This is an optimization exercise on Yosys and OpenROAD, whose aim is small area, not a production implementation.
RTL that was checked went through simulation tests only; none was proved equivalent to the original.
Power figures rest on the tool's default switching activity, not on a simulated workload.

==> flow/design.v (excerpt) <==
module Sobel
#(
    parameter IMAGE_W   =   128  ,
    parameter IMAGE_H   =   480  ,
    parameter IMAGE_DW  =   8
)
(
    input                           InVideoClk  ,
    input                           InVideoVs   ,
    input                           InVideoDe   ,
    input   [IMAGE_DW -1 :0]        InVideoData ,
    output                          OutVideoVs  ,
    output                          OutVideoDe  ,
    output  [IMAGE_DW -1 :0]        OutVideoData
);
export LEC_CHECK = 0
export CAP_MARGIN = 20
export CORE_MARGIN = 2
export CORE_UTILIZATION = 60
export CTS_BUF_LIST = sky130_fd_sc_hd__clkbuf_16
export CTS_CLUSTER_DIAMETER = 100
export CTS_CLUSTER_SIZE = 32
export SLEW_MARGIN = 20
create_clock -name core_clock -period 8.0 [get_ports {InVideoClk}]
standard.sh (not shown) runs the stock make flow with config.mk's settings and CLKGATE_MAP_FILE= SYNTH_SCRIPT=/design/flow/synth_recipe.tcl, a recipe that flattens the netlist after the stock synthesis.
==> flow/flow/run.sh <==
#!/bin/bash
# The standard layout (standard.sh, unchanged), except that the buffers
# it puts on the input and output ports are the smallest buffer,
# sky130_fd_sc_hd__buf_1, instead of a delay buffer. Each step's full log
# is in orfs/logs/; make's own output goes to standard.log.
set -o pipefail
bash standard.sh "BUFFER_PORTS_ARGS=-buffer_cell sky130_fd_sc_hd__buf_1" finish > standard.log 2>&1
The first run completed without violations.
==> next run, changes <==
==> flow/run.sh (new file) <==
#!/bin/bash
# synth_recipe.tcl (not shown) runs the flow's synth.tcl, then flattens the netlist and writes it again
# the make line also repeats each setting of config.mk as NAME=value (left out here)
make -C /OpenROAD-flow-scripts/flow DESIGN_CONFIG=/design/flow/config.mk WORK_HOME=/design/flow/orfs CLKGATE_MAP_FILE= SYNTH_SCRIPT=/design/flow/synth_recipe.tcl finish
removed: flow/flow/run.sh
removed: flow/standard.sh
Outcome: Register-to-register slack got worse by 0.07 ns; cell count barely changes; sequential power hardly moves; hold slack gets better by 0.0038 ns; clock power hardly moves; global-route usage climbs by 0.14 points; critical path depth rises by 20; first-iteration DRC count went down by a few percent; routed wire length climbs slightly.

========
## exp/violet
Another version of the RTL of Sobel (not shown whole).
For scale: about 2700 cells after synthesis, roughly 2200 flip-flops, ~0.068 mm² of cells after synthesis.
Settings: LEC_CHECK=0, CAP_MARGIN=20, CORE_MARGIN=2, CORE_UTILIZATION=60, CTS_BUF_LIST=sky130_fd_sc_hd__clkbuf_16, CTS_CLUSTER_DIAMETER=80, CTS_CLUSTER_SIZE=36, SLEW_MARGIN=20; clock period 8.0 ns.
run.sh (not shown) runs the stock make flow with config.mk's settings and CLKGATE_MAP_FILE= SYNTH_SCRIPT=/design/flow/synth_recipe.tcl, a recipe that flattens the netlist after the stock synthesis.
Stock flow here: none of the scripts above is used.
## Diff of input files: exp/cedar against exp/violet
Settings: CTS_CLUSTER_DIAMETER: 80 -> 50; CTS_BUF_LIST: sky130_fd_sc_hd__clkbuf_16 -> sky130_fd_sc_hd__clkbuf_8; CTS_CLUSTER_SIZE: 36 -> 20.
Notes after the runs:
exp/violet -> exp/cedar: last weighted congestion value of the routability-driven placer delta 0, exact match. exp/violet consumes less power than exp/cedar. In the metrics for exp/violet and exp/cedar, the one carrying the lower count of clock-buffer cells in the layout is exp/violet. First-pass GRT wire length: exp/violet and exp/cedar compared, higher one is exp/cedar. Between exp/violet and exp/cedar, number of fill cells in the layout decreased. Overall via count from detail_route: exp/cedar vs exp/violet up 564. Lower length of routed met2 wiring goes to exp/violet over exp/cedar. Routed wire in exp/cedar totals more than in exp/violet. exp/violet → exp/cedar: period utilization went down by 0.23 points, end-of-flow core utilization higher.
> inputs changed (exp/cedar -> exp/onyx)
Settings: CTS_CLUSTER_DIAMETER now 60, was 50; CTS_BUF_LIST now sky130_fd_sc_hd__clkbuf_16, was sky130_fd_sc_hd__clkbuf_8; CTS_CLUSTER_SIZE now 30, was 20.
[summary]
- Diff exp/cedar -> exp/onyx: area growth from synthesis to final layout went up 2.3 points, clock-buffer cell count decreased by 12% relative to the old numbers, global routing met2 resource utilization was more or less identical.
- Compare exp/cedar and exp/onyx | worst supply voltage drop on vdd higher: exp/cedar
- Diff exp/cedar -> exp/onyx | switching power of the nets | up by a few percent
- Worst setup slack on exp/onyx is behind exp/cedar.
Inputs modified between exp/onyx and exp/garnet:
Settings: CTS_CLUSTER_SIZE: 30 -> 32; ABC_AREA: unset -> 1; CTS_CLUSTER_DIAMETER: 60 -> 100.
--- outcome ---
exp/onyx finished every stage and its layout cleared the timing, design-rule and antenna checks. exp/garnet ended with every stage complete and zero timing, DRC or antenna violations. exp/garnet against exp/onyx: combinational fraction of design power picked up an extra 0.5 points, max-slew headroom at the worst pin has decreased. Diff exp/onyx -> exp/garnet: met3 wirelength from detailed routing saw a decrease, final critical delay including setup and external delays lost 0.0041 ns.
No run of this note included a check of the RTL's function; only the layout flow was run.

========
## build 25
Sobel, a different RTL version from the one above (not shown whole).
Size in the first run: about 2600 cells after synthesis, roughly 21 I/O pins, about 68000 µm² of cells after synthesis.
clock: 8.0 ns
lec_check: 0
cap_margin: 20
core_margin: 2
core_utilization: 60
cts_buf_list: sky130_fd_sc_hd__clkbuf_16
cts_cluster_diameter: 100
cts_cluster_size: 32
place_density: 0.75
slew_margin: 20
standard.sh (not shown) runs the stock make flow with config.mk's settings and CLKGATE_MAP_FILE= SYNTH_SCRIPT=/design/flow/synth_recipe.tcl, a recipe that flattens the netlist after the stock synthesis.
==> flow/flow/run.sh <==
#!/bin/bash
# The standard layout (standard.sh, unchanged), with two changes:
# - after the standard synthesis, flow/invopt.py moves inverters around the
#   full-adder cells (a full adder fed the complements of its inputs gives
#   the complements of its outputs), which removes inverters; registers and
#   all other cells stay as the standard synthesis made them;
# - the buffers on the input and output ports are the smallest buffer,
#   sky130_fd_sc_hd__buf_1, instead of a delay buffer.
# Each step's full log is in orfs/logs/; the other tools' output goes to
# standard_synth.log, invopt.log and standard.log.
set -euo pipefail
R=orfs/results/sky130hd/Sobel/base
bash standard.sh synth > standard_synth.log 2>&1
cp $R/1_2_yosys.v $R/1_2_yosys.standard.v
python3 flow/invopt.py $R/1_2_yosys.standard.v $R/1_2_yosys.v > invopt.log 2>&1
touch $R/1_2_yosys.v
bash standard.sh "BUFFER_PORTS_ARGS=-buffer_cell sky130_fd_sc_hd__buf_1" finish > standard.log 2>&1
Other scripts of this flow, unchanged in this note and not shown: flow/flow/invopt.py
#### Input delta (build 43 over build 25)
Settings: removing PLACE_DENSITY (formerly 0.75).
diff --git a/flow/flow/run.sh b/flow/flow/run.sh
--- a/flow/flow/run.sh
+++ b/flow/flow/run.sh
@@ -8 +8,3 @@
-#   sky130_fd_sc_hd__buf_1, instead of a delay buffer.
+#   sky130_fd_sc_hd__buf_1, instead of a delay buffer;
+# - after global routing, gates off the critical paths are downsized
+#   (ORFS RECOVER_POWER).
@@ -17 +19 @@
-bash standard.sh "BUFFER_PORTS_ARGS=-buffer_cell sky130_fd_sc_hd__buf_1" finish > standard.log 2>&1
+bash standard.sh "BUFFER_PORTS_ARGS=-buffer_cell sky130_fd_sc_hd__buf_1" RECOVER_POWER=100 finish > standard.log 2>&1
Findings:
Every stage of the flow completed for build 25, and the final layout passed the timing, design-rule and antenna checks. Build 43 had finished all stages when the layout checks came back failing, citing max-capacitance violations, max-slew violations. Higher fraction of the cycle the final worst path needs among build 25 and build 43: build 25. Looking at build 25 and build 43, the clock share of power is a wash. Taking build 43 as 1.0, build 25 lands at 0.948 on maximum number of pins on one net before global-route repair. Summary of build 43 over build 25: wire length of the first global-routing pass fell 12000 µm, area growth from synthesis to final layout fell 0.39 points, finished layout cell area fell 260 µm², clock-buffer cell count fell 3.
--- input diff build 43..build 19 ---
Settings: CTS_CLUSTER_DIAMETER changed from 100 to 90; CORE_UTILIZATION changed from 60 to 65; CTS_CLUSTER_SIZE changed from 32 to 34.
diff --git a/flow/flow/run.sh b/flow/flow/run.sh
--- a/flow/flow/run.sh
+++ b/flow/flow/run.sh
@@ -8,3 +8 @@
-#   sky130_fd_sc_hd__buf_1, instead of a delay buffer;
-# - after global routing, gates off the critical paths are downsized
-#   (ORFS RECOVER_POWER).
+#   sky130_fd_sc_hd__buf_1, instead of a delay buffer.
@@ -19 +17 @@
-bash standard.sh "BUFFER_PORTS_ARGS=-buffer_cell sky130_fd_sc_hd__buf_1" RECOVER_POWER=100 finish > standard.log 2>&1
+bash standard.sh "BUFFER_PORTS_ARGS=-buffer_cell sky130_fd_sc_hd__buf_1" finish > standard.log 2>&1
Results
Every stage of the flow completed for build 19, and the final layout passed the timing, design-rule and antenna checks. Against build 43, worst setup slack in build 19 came out worse. Summary: with build 43 as the reference, count of clock-net buffers in the final layout in build 19 moved down by a few percent. Build 19 — cell count 123 lower, build 43 as reference. Compared with build 43, build 19 improves wire length of the first global-routing pass.
[inputs] build 4 vs build 19
Settings: CORE_UTILIZATION: 65 -> 55.
Build 4 ended up with reg -> out as its critical path class; build 19 ended up with reg -> reg. Comparing build 4 with build 19, the fraction of power consumed by the clock network came out essentially unchanged. Against build 19, wire length on met3 in build 4 fell by more than 10%. Looking at required arrival time at the worst endpoint, build 4 sits below build 19. Summary of build 4 over build 19: cell count of the worst reg-to-reg path shows an increase of about 7%, number of standard cells in the final layout excluding fillers shows an increase of 237, number of stages on the worst setup path shows a reduction of 11, multi-input gate share of total cell area shows no meaningful change, fmax shows a reduction of 0.43%. Build 4 vs build 19: effective utilization at floorplan down in build 4. For build 4, the launching element of the worst setup path was u_SquareRoot.rS6_Rad[2]$_DFF_P_, unlike build 19, where it was u_SquareRoot.rS2_Rad[10]$_DFF_P_.
The following lists how build 75 was set up differently from build 4:
Settings: CORE_UTILIZATION: 55 -> 60.
### Flow results
- The flow did not stop early for build 75: all stages ran, and the layout cleared the timing, design-rule and antenna checks.
- Build 75 vs. build 4: number of antenna violations at the first check in global routing went down, height of the chip shows a reduction of about 4%, final critical-path required period rose by 0.0033 ns, global-route wire length before repair flat.
- Re initial cell density of the core: build 75 is 4.8 points up on build 4.
- The run showing the greater wire length on met1 is build 4.
- Compared with build 4, in build 75 combinational share of power rose 0.8 points; area of all placed cells without fillers about even; growth of design area from synthesis to finish saw little to no change; worst setup slack -0.0033 ns.
Edits applied to the flow inputs when going from build 75 to build 35:
Settings: CTS_CLUSTER_SIZE changed from 34 to 32; CTS_CLUSTER_DIAMETER changed from 90 to 100.
Notes after the runs:
On via count, build 75 tracks build 35 almost exactly. The arrival time at the worst endpoint reported for build 35 is smaller than that of build 75 by 0.07 ns. The run with more routed wire is build 35, not build 75. Build 75 → build 35: worst hold-check slack picked up an extra 0.0055 ns; detailed route wirelength on metal3 lost 6.0%; global-route usage neither gained nor lost much; number of sequential cells in the layout neither gained nor lost much; final instance count without filler cells neither gained nor lost much. Net switching fraction of the power of build 35 is on par with build 75. Relative slew slack of build 35 is on par with build 75.

separate check: timing with driven ports:
In the flow no input, the clock included, has a driving cell. The finished layouts below were timed again as built, in two steps. Step 1 assumes that a clkbuf_16 drives the clock port and a buf_2 every other input. Step 2 times the ports against the registers' clock, not the clock port: input delays grow and output delays shrink by t, the midpoint of the rising clock arrivals with the driver on. Three values: ideal, step 1, step 2; two values: the first two.
run	t, ns	slack for setup (ns)	hold slack, ns	worst slew at a driven data input, ns	cell pins on the clock port's net
the first run of note 1	0.740	0.399 / 0.332 / 0.420	0.335 / 0.335 / 0.335	0.13	1
the second run of note 1	0.740	0.455 / 0.399 / 0.455	0.338 / 0.338 / 0.338	0.08	1
exp/violet	0.735	0.745 / 0.745 / 0.658	0.334 / 0.334 / 0.334	0.10	1
exp/cedar	0.891	0.763 / 0.763 / 0.581	0.298 / 0.298 / 0.298	0.10	1
exp/onyx	0.798	0.718 / 0.718 / 0.660	0.329 / 0.329 / 0.329	0.10	1
exp/garnet	0.740	0.722 / 0.722 / 0.341	0.339 / 0.339 / 0.339	0.17	1
build 25	0.747	0.220 / 0.155 / 0.341	0.331 / 0.331 / 0.331	0.17	1
build 43	0.762	0.455 / 0.389 / -0.277	0.338 / 0.338 / 0.338	0.10	1
build 19	0.726	0.426 / 0.357 / 0.426	0.330 / 0.330 / 0.330	0.10	1
build 4	0.736	0.393 / 0.327 / 0.425	0.328 / 0.328 / 0.328	0.04	1
build 75	0.734	0.390 / 0.318 / 0.441	0.333 / 0.333 / 0.333	0.10	1
build 35	0.761	0.456 / 0.384 / 0.471	0.338 / 0.338 / 0.338	0.10	1
The setup slack of build 43, which loses most, moves by -0.066 ns with the drivers and by -0.732 ns with both steps.
